What follows belongs to an exercise in optimizing a design on an open flow for small area and a short achievable clock period; a production flow would make more cautious choices. In this exercise RTL edits were held to simulation tests only and were not proved equivalent to the original.

== main ==
==> flow/design.v (excerpt) <==
module Chevychev_highpass (
    data_in, data_out, clk, rst
);
For scale: ~1,100 cells after synthesis, about 180 flip-flops, roughly 28 I/O pins, about 15,000 um2 of cells after synthesis.
export LEC_CHECK = 0
export CAP_MARGIN = 20
export CORE_MARGIN = 2
export CORE_UTILIZATION = 40
export SLEW_MARGIN = 20
export SYNTH_HIERARCHICAL = 1
export SYNTH_MINIMUM_KEEP_SIZE = 0
create_clock -name core_clock -period 16.0 [get_ports {clk}]
standard.sh (not shown) runs the stock make flow with config.mk's settings and CLKGATE_MAP_FILE= SYNTH_SCRIPT=/design/flow/synth_recipe.tcl, a recipe that flattens the netlist after the stock synthesis.
==> flow/flow/run.sh <==
#!/bin/bash
# The standard layout (standard.sh), with three changes to how it is made:
#  - port buffers are buf_4 instead of the default (a slow delay buffer),
#  - timing repair aims for 7.4 ns of setup slack (the design runs well below
#    the 16 ns clock, so the default repair would never act),
#  - clock tree: clkbuf_8 buffers, sinks clustered by 20 within 60 um, no
#    dummy loads.
# The full make output goes to standard_sh.log; ORFS keeps per-step logs in orfs/logs.
set -euo pipefail
bash standard.sh \
  "BUFFER_PORTS_ARGS=-buffer_cell sky130_fd_sc_hd__buf_4" \
  SETUP_SLACK_MARGIN=7.4 \
  "CTS_ARGS=-sink_clustering_enable -repair_clock_nets -dont_use_dummy_load -sink_clustering_size 20 -sink_clustering_max_diameter 60 -buf_list sky130_fd_sc_hd__clkbuf_8" \
  finish > standard_sh.log 2>&1
The flow did not stop early for main: all stages ran, and the layout cleared the timing, DRC and antenna checks.
Here is what was changed in the inputs of the feature branch compared with main.
==> flow/flow/run.sh <==
#!/bin/bash
# The standard layout (standard.sh), with three changes to how it is made:
#  - port buffers are buf_4 instead of the default (a slow delay buffer),
#  - timing repair aims for 7.6 ns of setup slack (the design runs well below
#    the 16 ns clock, so the default repair would never act),
#  - clock tree: clkbuf_8 buffers, sinks clustered by 20 within 60 um, no
#    dummy loads.
# The full make output goes to standard_sh.log; ORFS keeps per-step logs in orfs/logs.
set -euo pipefail
bash standard.sh \
  "BUFFER_PORTS_ARGS=-buffer_cell sky130_fd_sc_hd__buf_4" \
  SETUP_SLACK_MARGIN=7.6 \
  "CTS_ARGS=-sink_clustering_enable -repair_clock_nets -dont_use_dummy_load -sink_clustering_size 20 -sink_clustering_max_diameter 60 -buf_list sky130_fd_sc_hd__clkbuf_8" \
  finish > standard_sh.log 2>&1
Notes after the runs:
Compared with main, via count of the routed design in the feature branch increased slightly.
On via count of the first global-routing pass, the feature branch and main are basically level.
Final area, the feature branch vs main: up by a few percent

========
Starting RTL as in the previous note.
==> flow/config.mk <==
export PLATFORM = sky130hd
export DESIGN_NAME = Chevychev_highpass
export DESIGN_NICKNAME = Chevychev_highpass
export VERILOG_FILES = /design/flow/design.v
export SDC_FILE = /design/flow/constraint.sdc
export NUM_CORES = 4
export LEC_CHECK = 0
export CAP_MARGIN = 20
export CORE_MARGIN = 2
export CORE_UTILIZATION = 40
export SLEW_MARGIN = 20
export SYNTH_HIERARCHICAL = 1
export SYNTH_MINIMUM_KEEP_SIZE = 0
==> flow/constraint.sdc <==
create_clock -name core_clock -period 16.0 [get_ports {clk}]
set_input_delay 3.2000 -clock core_clock [delete_from_list [all_inputs] [get_ports {clk}]]
set_output_delay 3.2000 -clock core_clock [all_outputs]
set_load 0.01 [all_outputs]
==> flow/flow/run.sh <==
#!/bin/bash
# The standard layout (standard.sh), with three changes to how it is made:
#  - port buffers are buf_4 instead of the default (a slow delay buffer),
#  - timing repair aims for 7.5 ns of setup slack (the design runs well below
#    the 16 ns clock, so the default repair would never act),
#  - clock tree: clkbuf_8 buffers, sinks clustered by 20 within 60 um, no
#    dummy loads.
# The full make output goes to standard_sh.log; ORFS keeps per-step logs in orfs/logs.
set -euo pipefail
bash standard.sh \
  "BUFFER_PORTS_ARGS=-buffer_cell sky130_fd_sc_hd__buf_4" \
  SETUP_SLACK_MARGIN=7.5 \
  "CTS_ARGS=-sink_clustering_enable -repair_clock_nets -dont_use_dummy_load -sink_clustering_size 20 -sink_clustering_max_diameter 60 -buf_list sky130_fd_sc_hd__clkbuf_8" \
  finish > standard_sh.log 2>&1
The starting point finished with timing, DRC and antenna clean.
Next try:
--- a/flow/flow/run.sh
+++ b/flow/flow/run.sh
@@ -4 +4 @@
-#  - timing repair aims for 7.5 ns of setup slack (the design runs well below
+#  - timing repair aims for 7.85 ns of setup slack (the design runs well below
@@ -12 +12 @@
-  SETUP_SLACK_MARGIN=7.5 \
+  SETUP_SLACK_MARGIN=7.85 \
Design area increases by about 3.5%.
Non-clock buffer count increases by 31.
Core utilization increases by 1.5 points.
Die area does not change.
Worst setup slack improved by 0.16 ns.
Maximum frequency increases by about 2%.
First-iteration DRC count increases by about 0.33%.
Area after synthesis stays the same.
Next try:
--- a/flow/flow/run.sh
+++ b/flow/flow/run.sh
@@ -4 +4 @@
-#  - timing repair aims for 7.85 ns of setup slack (the design runs well below
+#  - timing repair aims for 7.55 ns of setup slack (the design runs well below
@@ -12 +12 @@
-  SETUP_SLACK_MARGIN=7.85 \
+  SETUP_SLACK_MARGIN=7.55 \
Outcome:
- final area drops by 2.0%
- worst setup slack got worse by 0.18 ns
- synthesized area does not change
- maximum frequency went down by 2.1%
- clock skew barely changes
Next try:
--- a/flow/flow/run.sh
+++ b/flow/flow/run.sh
@@ -4 +4 @@
-#  - timing repair aims for 7.55 ns of setup slack (the design runs well below
+#  - timing repair aims for 7.7 ns of setup slack (the design runs well below
@@ -12 +12 @@
-  SETUP_SLACK_MARGIN=7.55 \
+  SETUP_SLACK_MARGIN=7.7 \
Result: The new run ran to the end with no violations; final cell count goes up by 0.78%; utilization goes up by 0.78 points; sequential share of layout area goes down by 0.36 points; non-clock buffer count goes up by 12; via count goes up by 0.47%; routed wire length goes up by 1.6%; worst setup slack is better by 0.091 ns; final area goes up by 1.8%.
Next try:
--- a/flow/flow/run.sh
+++ b/flow/flow/run.sh
@@ -4 +4 @@
-#  - timing repair aims for 7.7 ns of setup slack (the design runs well below
+#  - timing repair aims for 7.5 ns of setup slack (the design runs well below
@@ -12,2 +12,2 @@
-  SETUP_SLACK_MARGIN=7.7 \
-  "CTS_ARGS=-sink_clustering_enable -repair_clock_nets -dont_use_dummy_load -sink_clustering_size 20 -sink_clustering_max_diameter 60 -buf_list sky130_fd_sc_hd__clkbuf_8" \
+  SETUP_SLACK_MARGIN=7.5 \
+  "CTS_ARGS=-sink_clustering_enable -repair_clock_nets -dont_use_dummy_load -sink_clustering_size 40 -sink_clustering_max_diameter 200 -sink_clustering_levels 1 -buf_list sky130_fd_sc_hd__clkbuf_8" \
=> Worst hold slack got worse by 0.0032 ns; worst setup slack got worse by 0.076 ns; cell count went down by a few percent; global-route usage is about the same.

==> separate check: timing with driven ports <==
No port has a modelled driver above. Below, the same layouts with a new extraction and two added sets of constraints. Step 1 sets driving cells, clkbuf_16 on the clock port and buf_2 on the other inputs (assumed; they add their load-dependent delay and slew). Step 2, shift: input delay + t, output delay - t, t = (earliest + latest rising clock arrival at the registers) / 2. This alone moves slack from input paths to output paths. Slacks: no drivers / after step 1 / after step 2; pairs: no drivers / after step 1.
run	t, ns	setup WS [ns]	hold slack, ns	worst setup path at the end
main	0.512	7.587 / 7.564 / 7.564	0.491 / 0.491 / 0.491	input to output
the feature branch	0.511	7.702 / 7.679 / 7.679	0.494 / 0.494 / 0.494	input to output
the first run of note 2	0.512	7.683 / 7.660 / 7.660	0.491 / 0.491 / 0.491	input to output
the second run of note 2	0.510	7.845 / 7.795 / 7.795	0.491 / 0.491 / 0.491	input to output
the third run of note 2	0.510	7.669 / 7.640 / 7.640	0.491 / 0.491 / 0.491	input to output
the fourth run of note 2	0.512	7.760 / 7.729 / 7.729	0.494 / 0.494 / 0.494	input to output
the fifth run of note 2	0.512	7.683 / 7.660 / 7.660	0.491 / 0.491 / 0.491	input to output
After both steps setup and hold are still met in every run listed. For the second run of note 2, which loses most, drivers alone change the setup slack by -0.050 ns; drivers and shift together by -0.050 ns.
